What follows belongs to an exercise in optimizing a design on an open flow for small area; a production flow would make more cautious choices.
At most, simulation tests tie the RTL to the original design; equivalence was not proved.
No driver is modelled on the clock port, so clocking that relies on it looks cheaper here than on a real chip.
Power and IR drop assume default switching activity.

## main
module main(clk, reset, multiply, stop, Led, seg, an, sw, dp );
input reset;
input multiply;
input stop;
input clk;
input [7:0] sw;
output [7:0] Led;
output [6:0] seg;
output [3:0] an;
output dp;
reg [15:0] K;
reg        c0;
reg        win;
reg        lose;
reg        t1, t2;       
reg  [3:0] D;            
reg  [4:0] L;            
wire run = ~win & ~lose;
wire [5:0] m = K[15:10];
wire is10 = K < 16'd5000;
wire cur0 = K >= 16'd50000;
wire timeout = K == 16'd54999;
wire ten_ev = (K[9:0] == {9'd0, c0}) & t2;
wire one_ev = K[9:0] == (10'd511 + {9'd0, c0});
wire [3:0] pc;
wire [3:0] digit;
Countdown CD(.m(m), .digit(digit));
SevenSegment2digit P(.sw(sw), .count(pc));
DigitToSeg S(.D(D), .seg(seg), .an(an));
always @(posedge clk) begin
	t1 <= is10;
	t2 <= t1;
	L <= multiply ? {pc, 1'b0} : {1'b0, pc};
	if (reset) begin
		K <= {15'd0, run};
		c0 <= run;
		win <= 1'b0;
		lose <= stop & run;
	end else if (run) begin
		K <= K + 16'd1;
		if (timeout | (stop & ~cur0))
			lose <= 1'b1;
		else if (stop)
			win <= 1'b1;
	end
	if (lose)
		D <= 4'd13;
	else if (win)
		D <= 4'd12;
	else if (reset)
		D <= 4'd15;
	else if (ten_ev)
		D <= 4'd10;
	else if (one_ev)
		D <= digit;
end
assign Led = {3'b000, L};
assign dp = 1'b1;
endmodule
clock: 10.0 ns
lec_check: 0
abc_area: 1
cap_margin: 20
core_margin: 2
core_utilization: 40
slew_margin: 20
run.sh (not shown) runs the stock make flow with config.mk's settings and CLKGATE_MAP_FILE= SYNTH_SCRIPT=/design/flow/synth_recipe.tcl, a recipe that flattens the netlist after the stock synthesis.
Next try:
- ABC_AREA: 1 -> not set
The new run finished with timing, DRC and antenna clean.
Total power hardly moves.
Utilization stays flat.
Sequential power barely changes.
Routed wire length went down by 12%.
Setup slack is better by 0.016 ns.
Critical path depth is unchanged.
Final cell count went down by about 13%.
First-iteration DRC count went down by about 14%.
Via count went down by about 10%.
Design area stays flat.
Synthesized area went up by about 0.8%.
Function was not checked in any run of this note: the RTL went through the layout flow alone.

* * *

## nickel
main, a different RTL version from the one above (not shown whole).
For scale: ~190 cells after synthesis, ~0.0015 sq mm of cells after synthesis.
clock: 10.0 ns
lec_check: 0
cap_margin: 20
core_margin: 2
core_utilization: 40
slew_margin: 20
standard.sh (not shown) runs the stock make flow with config.mk's settings and CLKGATE_MAP_FILE= SYNTH_SCRIPT=/design/flow/synth_recipe.tcl, a recipe that flattens the netlist after the stock synthesis.
==> flow/flow/run.sh <==
#!/bin/bash
# Own layout flow: the standard ORFS flow (standard.sh) with these changes.
#  1. Synthesis: ORFS's synthesis with the script of its abc call replaced, in
#     two adder variants: no half/full-adder cell mapping, and full adders
#     only. Each variant runs with each flow/abc_*.abc and the run whose netlist
#     has the smallest cell area (buffers aside) is kept as the layout's
#     synthesis (its results are copied, not re-run). Registers are
#     mapped before abc, as in the standard synthesis; the flow checks that the
#     kept netlist has the standard synthesis's registers (names and cell types)
#     and falls back to the standard synthesis if none does.
#  2. Port buffers use the smallest buffer, sky130_fd_sc_hd__buf_1.
#  3. Tie cells: synthesis's two tie cells (constant 1 and constant 0) are merged
#     into one sky130_fd_sc_hd__conb_1 (flow/merge_ties.py), and they are not
#     duplicated per load (SKIP_REPAIR_TIE_FANOUT).
#  4. Clock: before CTS, flow/pre_cts.tcl buffers the clock with one clock buffer
#     per group of registers (OWN_CLK_GROUPS groups by position, OWN_CLKBUF
#     cells); CTS then leaves the buffered net as it is and ORFS's CTS step goes
#     on as usual (legalisation, timing repair).
# Each tool run's full output goes to a log file of its own in the work folder.
set -euo pipefail
W=$PWD
F=$W/flow
export OWN_CLKBUF=${OWN_CLKBUF:-sky130_fd_sc_hd__clkbuf_4}
export OWN_CLK_GROUPS=${OWN_CLK_GROUPS:-3}
R=orfs/results/sky130hd/main/base
TR=results/sky130hd/main/base

regs() {  # register cell types (drive strength dropped) and names of a netlist
  grep -oE 'sky130_fd_sc_hd__[a-z0-9]*df[a-z0-9]*_[0-9]+ +[^ ]+' "$1" | sed -E 's/_[0-9]+ +/ /' | sort
}
area() {  # cell area without buffers from a synth_stat.txt
  awk '/sky130_fd_sc_hd__/ && $3 !~ /__(buf|clkbuf)_/ {s += $2} END {printf "%.3f\n", s}' "$1"
}

# standard synthesis, for its registers
bash standard.sh WORK_HOME="$W/try_std" synth > "$W/synth_std.log" 2>&1
regs "$W/try_std/$TR/1_2_yosys.v" > "$W/regs_std.txt"
test -s "$W/regs_std.txt"

# synthesis scripts: variant x abc script
names=()
for v in noadd fa; do
  for s in "$F"/abc_*.abc; do
    n=${v}_$(basename "$s" .abc)
    sed 's#log_cmd abc {\*}$abc_args#set abc_args [lreplace $abc_args 1 1 '"$s"']; log_cmd abc {*}$abc_args#' \
      "$FLOW_HOME/scripts/synth.tcl" > "$W/synth_body_$n.tcl"
    grep -q "$s" "$W/synth_body_$n.tcl" || continue
    if [[ $v == fa ]]; then
      sed -i 's#extract_fa {\*}\[dont_use_extract_fa_args\]#extract_fa -fa#' "$W/synth_body_$n.tcl"
      grep -q "extract_fa -fa" "$W/synth_body_$n.tcl" || continue
    fi
    sed "s#source \$::env(SCRIPTS_DIR)/synth.tcl#source $W/synth_body_$n.tcl#" "$W/synth_recipe.tcl" > "$W/synth_$n.tcl"
    grep -q "synth_body_$n" "$W/synth_$n.tcl" || continue
    names+=("$n")
  done
done
adder_arg() { if [[ $1 == noadd_* ]]; then echo "ADDER_MAP_FILE="; else echo "OWN_VARIANT=$1"; fi; }

run_try() {
  local n=$1
  bash standard.sh WORK_HOME="$W/try_$n" SYNTH_SCRIPT="$W/synth_$n.tcl" "$(adder_arg "$n")" synth \
    > "$W/synth_$n.log" 2>&1 || return 0
  regs "$W/try_$n/$TR/1_2_yosys.v" > "$W/regs_$n.txt"
  if cmp -s "$W/regs_std.txt" "$W/regs_$n.txt"; then
    echo "$n $(area "$W/try_$n/reports/sky130hd/main/base/synth_stat.txt")" > "$W/area_$n.txt"
  fi
}
i=0
for n in "${names[@]}"; do
  run_try "$n" &
  i=$((i + 1))
  if (( i % ${NUM_CORES:-4} == 0 )); then wait; fi
done
wait

best=""
best_area=""
for n in "${names[@]}"; do
  [[ -s "$W/area_$n.txt" ]] || continue
  a=$(awk '{print $2}' "$W/area_$n.txt")
  echo "$n $a" >> "$W/synth_areas.txt"
  if [[ -z "$best" ]] || awk -v a="$a" -v b="$best_area" 'BEGIN {exit !(a < b)}'; then
    best=$n
    best_area=$a
  fi
done
echo "chosen: ${best:-standard}" >> "$W/synth_areas.txt"

mkdir -p orfs
if [[ -n "$best" ]]; then
  cp -a "$W/try_$best/." orfs/
else
  cp -a "$W/try_std/." orfs/
fi
# one tie cell for both constants (its netlist change makes make rebuild 1_synth.odb)
python3 "$F/merge_ties.py" "$R/1_2_yosys.v" > "$W/merge_ties.log" 2>&1 || true
md5sum "$R/1_2_yosys.v" > "$W/synth_netlist.md5"
bash standard.sh synth > "$W/synth.log" 2>&1
md5sum -c "$W/synth_netlist.md5" >> "$W/synth.log" 2>&1 || true
regs "$R/1_2_yosys.v" > "$W/regs_final.txt"
cmp "$W/regs_std.txt" "$W/regs_final.txt"

bash standard.sh BUFFER_PORTS_ARGS="-buffer_cell sky130_fd_sc_hd__buf_1" SKIP_REPAIR_TIE_FANOUT=1 \
  PRE_CTS_TCL="$F/pre_cts.tcl" finish > "$W/layout.log" 2>&1
test -s out/final.def
==> flow/flow/abc_ds2.abc <==
strash;&get -n;&deepsyn -T 15 -S 2;&put;dch -f;amap;mfs2;strash;dch -f;amap
==> flow/flow/abc_ds3.abc <==
strash;&get -n;&deepsyn -T 15 -S 3;&put;dch -f;amap;mfs2;strash;dch -f;amap
==> flow/flow/merge_ties.py <==
#!/usr/bin/env python3
"""Merge the synthesis netlist's two tie cells (one driving constant 1 from HI,
one driving constant 0 from LO) into one sky130_fd_sc_hd__conb_1, which has
both outputs. Leaves the netlist as it is unless it has exactly one of each."""
import re, sys
path = sys.argv[1]
text = open(path).read()
cell = r"  sky130_fd_sc_hd__conb_1 (\S+) \(\n    \.%s\(([^()]*)\)\n  \);\n"
hi = list(re.finditer(cell % 'HI', text))
lo = list(re.finditer(cell % 'LO', text))
if len(hi) != 1 or len(lo) != 1:
    print("tie merge: %d HI-only and %d LO-only tie cells, netlist unchanged" % (len(hi), len(lo)))
    sys.exit(0)
h, l = hi[0], lo[0]
merged = "  sky130_fd_sc_hd__conb_1 %s (\n    .HI(%s),\n    .LO(%s)\n  );\n" % (h.group(1), h.group(2), l.group(2))
spans = sorted([(h.start(), h.end(), merged), (l.start(), l.end(), "")], reverse=True)
for a, b, rep in spans:
    text = text[:a] + rep + text[b:]
open(path, 'w').write(text)
print("tie merge: %s and %s merged into %s" % (h.group(1), l.group(1), h.group(1)))
Other scripts of this flow, unchanged in this note and not shown: flow/flow/abc_a7.abc, flow/flow/abc_b1.abc, flow/flow/abc_b2.abc, flow/flow/abc_n3.abc, flow/flow/abc_p1.abc, flow/flow/abc_p5.abc, flow/flow/pre_cts.tcl
The following lists how indigo was set up differently from nickel:
--- a/flow/flow/run.sh
+++ b/flow/flow/run.sh
@@ -11,5 +11,3 @@
 #  2. Port buffers use the smallest buffer, sky130_fd_sc_hd__buf_1.
-#  3. Tie cells: synthesis's two tie cells (constant 1 and constant 0) are merged
-#     into one sky130_fd_sc_hd__conb_1 (flow/merge_ties.py), and they are not
-#     duplicated per load (SKIP_REPAIR_TIE_FANOUT).
+#  3. Tie cells are not duplicated per load (SKIP_REPAIR_TIE_FANOUT).
 #  4. Clock: before CTS, flow/pre_cts.tcl buffers the clock with one clock buffer
@@ -94,4 +92,2 @@
 fi
-# one tie cell for both constants (its netlist change makes make rebuild 1_synth.odb)
-python3 "$F/merge_ties.py" "$R/1_2_yosys.v" > "$W/merge_ties.log" 2>&1 || true
 md5sum "$R/1_2_yosys.v" > "$W/synth_netlist.md5"
removed: flow/flow/abc_ds2.abc
removed: flow/flow/abc_ds3.abc
removed: flow/flow/merge_ties.py
Findings:
Width of the chip across nickel and indigo: no real change.
Initial standard-cell utilization of the core delta (indigo -> nickel): insignificant
When indigo is set beside nickel, its actual transition at the worst max-transition pin turns out to be 0.032 ns larger.
nickel → indigo: utilization level; global routing met2 resource utilization moved up; power share of the sequential group moved up.
indigo against nickel: synthesized netlist cell count saw an increase, power saw little to no change, worst-case setup margin in the final layout saw an increase, final count of hold timing violations saw little to no change.
On leftover overflow at the end of global routing, indigo tracks nickel almost exactly.
--- input diff indigo..quartz ---
==> flow/flow/abc_ds2.abc (new file) <==
strash;&get -n;&deepsyn -T 15 -S 2;&put;dch -f;amap;mfs2;strash;dch -f;amap
==> flow/flow/abc_ds3.abc (new file) <==
strash;&get -n;&deepsyn -T 15 -S 3;&put;dch -f;amap;mfs2;strash;dch -f;amap
==> comparison <==
Sequential share of layout area came out exactly the same in quartz and indigo. quartz -> indigo: initial antenna violation count delta 0, exact match. quartz vs. indigo: number of top-level pins barely changed, fmax barely changed, number of buffers and inverters on the critical path barely changed. Diff indigo..quartz | overall power | unchanged. Combinational group share of total power of quartz is on par with indigo. From indigo to quartz the numbers moved as follows: worst-case setup margin in the final layout stayed essentially flat, cell depth of the worst min-delay path stayed essentially flat, first-pass GRT wire length stayed essentially flat, global-route usage stayed essentially flat.

re-timing with driven ports:
The results above use ideal ports. As a check the final layouts listed here were re-extracted and re-timed, cells and wires unchanged. Step 1 sets driving cells, clkbuf_16 on the clock port and buf_2 on the other inputs (assumed; they add their load-dependent delay and slew). Step 2, shift: input delay + t, output delay - t, t = (earliest + latest rising clock arrival at the registers) / 2. This alone moves slack from input paths to output paths. Slacks: ideal / step 1 / step 2; pairs: ideal / step 1.
run	t (ns)	slack for setup (ns)	worst setup path after step 2	latest minus earliest clock arrival (ns)
the first run of note 1	0.310	5.447 / 5.456 / 5.146	input to register	0.005 / 0.006
the second run of note 1	0.308	5.463 / 5.467 / 5.159	input to register	0.005 / 0.004
nickel	0.199	5.862 / 5.826 / 6.025	register to output	0.006 / 0.005
indigo	0.199	5.895 / 5.862 / 6.060	register to output	0.009 / 0.009
quartz	0.199	5.895 / 5.862 / 6.060	register to output	0.009 / 0.009
After both steps setup and hold are still met in every run listed. The setup slack of the second run of note 1, which loses most, moves by +0.004 ns with the drivers and by -0.304 ns with both steps.
